Context: an optimization exercise on an open-source flow, tuned for small area. The choices shown serve that exercise and are no tape-out recipe. At most, simulation tests tie the RTL to the original design; equivalence was not proved. Power figures rest on the tool's default switching activity, not on a simulated workload.

// Top_Module_Controller_and_FIR
module Top_Module_Controller_and_FIR(ADC,clk,Find_Setting, rst_n, LED_Drive,DC_Comp,LED_IR,LED_RED,PGA_Gain,Out_IR_Filtered,Out_RED_Filtered);
Size: ~1700 cells after synthesis, roughly 510 flip-flops, ~21000 µm² of cells after synthesis.
clock: 10.0 ns
lec_check: 0
cap_margin: 0
core_margin: 2
core_utilization: 60
slew_margin: 0
synth_hierarchical: 1
standard.sh (not shown) runs the stock make flow with config.mk's settings and CLKGATE_MAP_FILE= SYNTH_SCRIPT=/design/flow/synth_recipe.tcl, a recipe that flattens the netlist after the stock synthesis.
==> flow/flow/run.sh <==
#!/bin/bash
# Layout flow: the standard ORFS flow (standard.sh: the standard synthesis,
# floorplan, power grid, tap cells, placement, CTS, routing), with two settings
# passed to it through the environment:
#  - every port still gets its own buffer, but the smallest one (buf_1);
#  - the clock tree uses clkbuf_8 sink clusters and no dummy loads.
# The whole make output goes to flow_make.log in this folder; ORFS also writes
# each step's log under orfs/logs/.
set -euo pipefail
export BUFFER_PORTS_ARGS="-buffer_cell sky130_fd_sc_hd__buf_1"
export CTS_ARGS="-sink_clustering_enable -repair_clock_nets -dont_use_dummy_load -buf_list sky130_fd_sc_hd__clkbuf_8 -sink_clustering_size 18 -sink_clustering_max_diameter 60"
bash standard.sh finish > flow_make.log 2>&1
The baseline ran to the end with no violations.
Rerun with:
--- a/flow/config.mk
+++ b/flow/config.mk
@@ -7,6 +7,6 @@
 export LEC_CHECK = 0
-export CAP_MARGIN = 0
+export CAP_MARGIN = 20
 export CORE_MARGIN = 2
-export CORE_UTILIZATION = 60
-export SLEW_MARGIN = 0
+export CORE_UTILIZATION = 65
+export SLEW_MARGIN = 20
 export SYNTH_HIERARCHICAL = 1
Effect: Global-route usage increases by 1.6 points. Combinational power decreases by about 1%. Via count increases by 1.6%. Worst hold slack improved by 0.023 ns.
Rerun with:
--- a/flow/flow/run.sh
+++ b/flow/flow/run.sh
@@ -10,3 +10,3 @@
 export BUFFER_PORTS_ARGS="-buffer_cell sky130_fd_sc_hd__buf_1"
-export CTS_ARGS="-sink_clustering_enable -repair_clock_nets -dont_use_dummy_load -buf_list sky130_fd_sc_hd__clkbuf_8 -sink_clustering_size 18 -sink_clustering_max_diameter 60"
+export CTS_ARGS="-sink_clustering_enable -repair_clock_nets -dont_use_dummy_load -buf_list sky130_fd_sc_hd__clkbuf_16 -sink_clustering_size 32 -sink_clustering_max_diameter 80"
 bash standard.sh finish > flow_make.log 2>&1
--- a/flow/config.mk
+++ b/flow/config.mk
@@ -9,3 +9,3 @@
 export CORE_MARGIN = 2
-export CORE_UTILIZATION = 65
+export CORE_UTILIZATION = 68
 export SLEW_MARGIN = 20
Effect: Register-to-register slack gets better by 0.07 ns. Combinational power stays flat. Power rose by 0.60%. Design area fell by about 0.35%. Global-route usage rose by 0.80 points. Cell count fell by about 3%. Setup slack gets better by 0.070 ns. Utilization rose by 3.6 points. Worst hold slack hardly moves. Critical path depth fell by 1.
Rerun with:
--- a/flow/flow/run.sh
+++ b/flow/flow/run.sh
@@ -10,3 +10,3 @@
 export BUFFER_PORTS_ARGS="-buffer_cell sky130_fd_sc_hd__buf_1"
-export CTS_ARGS="-sink_clustering_enable -repair_clock_nets -dont_use_dummy_load -buf_list sky130_fd_sc_hd__clkbuf_16 -sink_clustering_size 32 -sink_clustering_max_diameter 80"
+export CTS_ARGS="-sink_clustering_enable -repair_clock_nets -dont_use_dummy_load -buf_list sky130_fd_sc_hd__clkbuf_8 -sink_clustering_size 18 -sink_clustering_max_diameter 60"
 bash standard.sh finish > flow_make.log 2>&1
--- a/flow/config.mk
+++ b/flow/config.mk
@@ -9,3 +9,3 @@
 export CORE_MARGIN = 2
-export CORE_UTILIZATION = 68
+export CORE_UTILIZATION = 75
 export SLEW_MARGIN = 20
What happened: The changed run finished clean. Fmax decreases by 0.95%. Routed wire length went up by 1.2%. Global-route usage climbs by 3.2 points. Non-clock buffer count came out higher by 5. Setup slack is worse by 0.092 ns. Critical path depth came out higher by 3. Combinational power rises by about 2%. Hold slack hardly moves.
Rerun with:
--- a/flow/config.mk
+++ b/flow/config.mk
@@ -9,3 +9,3 @@
 export CORE_MARGIN = 2
-export CORE_UTILIZATION = 75
+export CORE_UTILIZATION = 68
 export SLEW_MARGIN = 20
=>
- synthesized cell count stays the same
- clock-buffer cell count stays the same
- final area shrinks by 0.36%
- cell count came out higher by 0.57%
- utilization falls by 7.9 points
- wire length is lower by 1.5%
- power barely changes
Rerun with:
--- a/flow/config.mk
+++ b/flow/config.mk
@@ -9,3 +9,3 @@
 export CORE_MARGIN = 2
-export CORE_UTILIZATION = 68
+export CORE_UTILIZATION = 50
 export SLEW_MARGIN = 20
Effect: The new run finished with timing, DRC and antenna clean; setup slack degrades by 0.043 ns; routed wire length increases by about 7%; non-clock buffer count decreases by 2.

========
Top_Module_Controller_and_FIR again, from the RTL that the note above started with.
export LEC_CHECK = 0
export CAP_MARGIN = 20
export CORE_MARGIN = 2
export CORE_UTILIZATION = 60
export SLEW_MARGIN = 20
export SYNTH_HIERARCHICAL = 1
create_clock -name core_clock -period 10.0 [get_ports {clk}]
==> flow/flow/run.sh <==
#!/bin/bash
# Layout flow: the standard ORFS flow (standard.sh: the standard synthesis,
# floorplan, power grid, tap cells, placement, CTS, routing), with two settings
# passed to it through the environment:
#  - every port still gets its own buffer, but the smallest one (buf_1);
#  - the clock tree uses clkbuf_8 sink clusters and no dummy loads.
# The whole make output goes to flow_make.log in this folder; ORFS also writes
# each step's log under orfs/logs/.
set -euo pipefail
export BUFFER_PORTS_ARGS="-buffer_cell sky130_fd_sc_hd__buf_1"
export CTS_ARGS="-sink_clustering_enable -repair_clock_nets -dont_use_dummy_load -buf_list sky130_fd_sc_hd__clkbuf_4 -root_buf sky130_fd_sc_hd__clkbuf_8 -tree_buf sky130_fd_sc_hd__clkbuf_8 -sink_clustering_size 12 -sink_clustering_max_diameter 40"
bash standard.sh finish > flow_make.log 2>&1
The baseline passed the timing, design-rule and antenna checks.
Edit:
--- a/flow/flow/run.sh
+++ b/flow/flow/run.sh
@@ -10,3 +10,3 @@
 export BUFFER_PORTS_ARGS="-buffer_cell sky130_fd_sc_hd__buf_1"
-export CTS_ARGS="-sink_clustering_enable -repair_clock_nets -dont_use_dummy_load -buf_list sky130_fd_sc_hd__clkbuf_4 -root_buf sky130_fd_sc_hd__clkbuf_8 -tree_buf sky130_fd_sc_hd__clkbuf_8 -sink_clustering_size 12 -sink_clustering_max_diameter 40"
+export CTS_ARGS="-sink_clustering_enable -repair_clock_nets -dont_use_dummy_load -buf_list sky130_fd_sc_hd__clkbuf_8 -sink_clustering_size 18 -sink_clustering_max_diameter 60"
 bash standard.sh finish > flow_make.log 2>&1
- ABC_AREA: not set -> 1
- CORE_UTILIZATION: 60 -> 68
The changed run finished clean.
Non-clock buffer count is lower by 13.
Wire length is higher by 6.1%.
Cell count is higher by 4.9%.
Final area barely changes.
Synthesized cell count is higher by 12%.

========
v52:
Top_Module_Controller_and_FIR, a different RTL version from the one above (not shown whole).
Size: about 68 I/O pins, about 21000 sq um of cells after synthesis.
export LEC_CHECK = 0
export CAP_MARGIN = 20
export CORE_MARGIN = 2
export CORE_UTILIZATION = 68
export SLEW_MARGIN = 20
export SYNTH_HIERARCHICAL = 1
create_clock -name core_clock -period 10.0 [get_ports {clk}]
==> flow/flow/run.sh <==
#!/bin/bash
# Layout flow: the standard ORFS flow (standard.sh: the standard synthesis,
# floorplan, power grid, tap cells, placement, CTS, routing), with two settings
# passed to it through the environment:
#  - every port still gets its own buffer, but the smallest one (buf_1);
#  - the clock tree uses clkbuf_8 sink clusters and no dummy loads.
# The whole make output goes to flow_make.log in this folder; ORFS also writes
# each step's log under orfs/logs/.
set -euo pipefail
export BUFFER_PORTS_ARGS="-buffer_cell sky130_fd_sc_hd__buf_1"
export CTS_ARGS="-sink_clustering_enable -repair_clock_nets -dont_use_dummy_load -buf_list sky130_fd_sc_hd__clkbuf_8 -sink_clustering_size 18 -sink_clustering_max_diameter 60"
bash standard.sh finish > flow_make.log 2>&1
In summary, v52 completed successfully, with a layout that passed the timing, design-rule and antenna checks.
#### Input delta (v48 over v52)
Settings: CORE_UTILIZATION: 68 -> 60.
==> flow/flow/run.sh <==
#!/bin/bash
# Layout flow: the standard ORFS flow (standard.sh: the standard synthesis,
# floorplan, power grid, tap cells, placement, CTS, routing), with two settings
# passed to it through the environment:
#  - every port still gets its own buffer, but the smallest one (buf_1);
#  - the clock tree uses clkbuf_8 sink clusters and no dummy loads;
#  - timing-driven placement does not keep the buffers of its trial repairs.
# The whole make output goes to flow_make.log in this folder; ORFS also writes
# each step's log under orfs/logs/.
set -euo pipefail
export BUFFER_PORTS_ARGS="-buffer_cell sky130_fd_sc_hd__buf_1"
export CTS_ARGS="-sink_clustering_enable -repair_clock_nets -dont_use_dummy_load -buf_list sky130_fd_sc_hd__clkbuf_8 -sink_clustering_size 18 -sink_clustering_max_diameter 60"
export GPL_KEEP_OVERFLOW=0
bash standard.sh finish > flow_make.log 2>&1
==> comparison <==
Relative to v52, v48 degrades final period demand of the worst path. Compared v48 vs v52, and wire length per cell after detailed routing is up in v48. Summary of v48 over v52: largest fanout of any net on the critical path increased 6, die area went up by about 13%, flip-flop and latch share of the layout cell area lower, summed area of non-filler cells in the final layout increased 320 sq um, signed area change from the synthesized netlist to the final layout climbed 1.5 points. Diff v52..v48 | post-route setup TNS | unchanged. Diff v48 and v52: setup slack higher in v52.
Edits applied to the flow inputs when going from v48 to v47:
==> flow/flow/run.sh <==
#!/bin/bash
# Layout flow: the standard ORFS flow (standard.sh: the standard synthesis,
# floorplan, power grid, tap cells, placement, CTS, routing), with two settings
# passed to it through the environment:
#  - every port still gets its own buffer, but the smallest one (buf_1);
#  - the clock tree uses clkbuf_8 sink clusters and no dummy loads.
# The whole make output goes to flow_make.log in this folder; ORFS also writes
# each step's log under orfs/logs/.
set -euo pipefail
export BUFFER_PORTS_ARGS="-buffer_cell sky130_fd_sc_hd__buf_1"
export CTS_ARGS="-sink_clustering_enable -repair_clock_nets -dont_use_dummy_load -buf_list sky130_fd_sc_hd__clkbuf_8 -sink_clustering_size 18 -sink_clustering_max_diameter 60"
bash standard.sh finish > flow_make.log 2>&1
[summary]
v47: fraction of cell area in non-clock buffers 0.20 points above v48
Going from v48 to v47, detailed-route DRC error count closely matched the old numbers, path depth of the worst reg2reg path went up 4.
On routed wire length, the higher figure sits with v48, not v47.
v47 vs v48: logic depth of the worst path, buffers included up by more than 10%
Diff v48 -> v47: top achievable clock speed shows an increase of 0.74%, met2 usage in global routing shows a reduction of 1.2 points, final core utilization shows a reduction of 0.43 points.
Function was not checked in any run of this note: the RTL went through the layout flow alone.

port drivers added, routing unchanged:
In the flow no input, the clock included, has a driving cell. The finished layouts below were timed again as built, in two steps.
Step 1 (the two cells are an assumption about what drives the block):
set clk [get_ports {clk}]
set_driving_cell -lib_cell sky130_fd_sc_hd__clkbuf_16 $clk
set_driving_cell -lib_cell sky130_fd_sc_hd__buf_2 [delete_from_list [all_inputs] $clk]
Step 2 times the ports against the registers' clock, not the clock port: input delays grow and output delays shrink by t, the midpoint of the rising clock arrivals with the driver on.
Three values: ideal, step 1, step 2; two values: the first two.
| run | t (ns) | setup slack, ns | hold WS [ns] | clock arrival spread, ns | worst slew at a driven data input, ns |
|---|---|---|---|---|---|
| the first run of note 1 | 0.642 | 0.259 / 0.259 / 0.259 | 0.271 / 0.271 / 0.271 | 0.112 / 0.112 | 0.04 |
| the second run of note 1 | 0.611 | 0.303 / 0.303 / 0.303 | 0.294 / 0.294 / 0.294 | 0.054 / 0.053 | 0.04 |
| the third run of note 1 | 0.589 | 0.373 / 0.373 / 0.373 | 0.295 / 0.295 / 0.295 | 0.049 / 0.050 | 0.03 |
| the fourth run of note 1 | 0.589 | 0.281 / 0.281 / 0.281 | 0.295 / 0.295 / 0.295 | 0.074 / 0.075 | 0.04 |
| the fifth run of note 1 | 0.599 | 0.369 / 0.369 / 0.369 | 0.300 / 0.300 / 0.300 | 0.078 / 0.078 | 0.03 |
| the sixth run of note 1 | 0.641 | 0.326 / 0.326 / 0.326 | 0.276 / 0.276 / 0.276 | 0.071 / 0.071 | 0.03 |
| the first run of note 2 | 0.640 | 0.259 / 0.259 / 0.259 | 0.260 / 0.260 / 0.260 | 0.108 / 0.108 | 0.04 |
| the second run of note 2 | 0.617 | 0.384 / 0.384 / 0.384 | 0.280 / 0.280 / 0.280 | 0.068 / 0.067 | 0.03 |
| v52 | 0.595 | 0.275 / 0.275 / 0.275 | 0.270 / 0.270 / 0.270 | 0.072 / 0.071 | 0.03 |
| v48 | 0.638 | 0.234 / 0.234 / 0.234 | 0.290 / 0.290 / 0.290 | 0.076 / 0.076 | 0.03 |
| v47 | 0.653 | 0.306 / 0.306 / 0.306 | 0.294 / 0.294 / 0.294 | 0.057 / 0.057 | 0.03 |
After both steps every run listed still meets setup and hold.
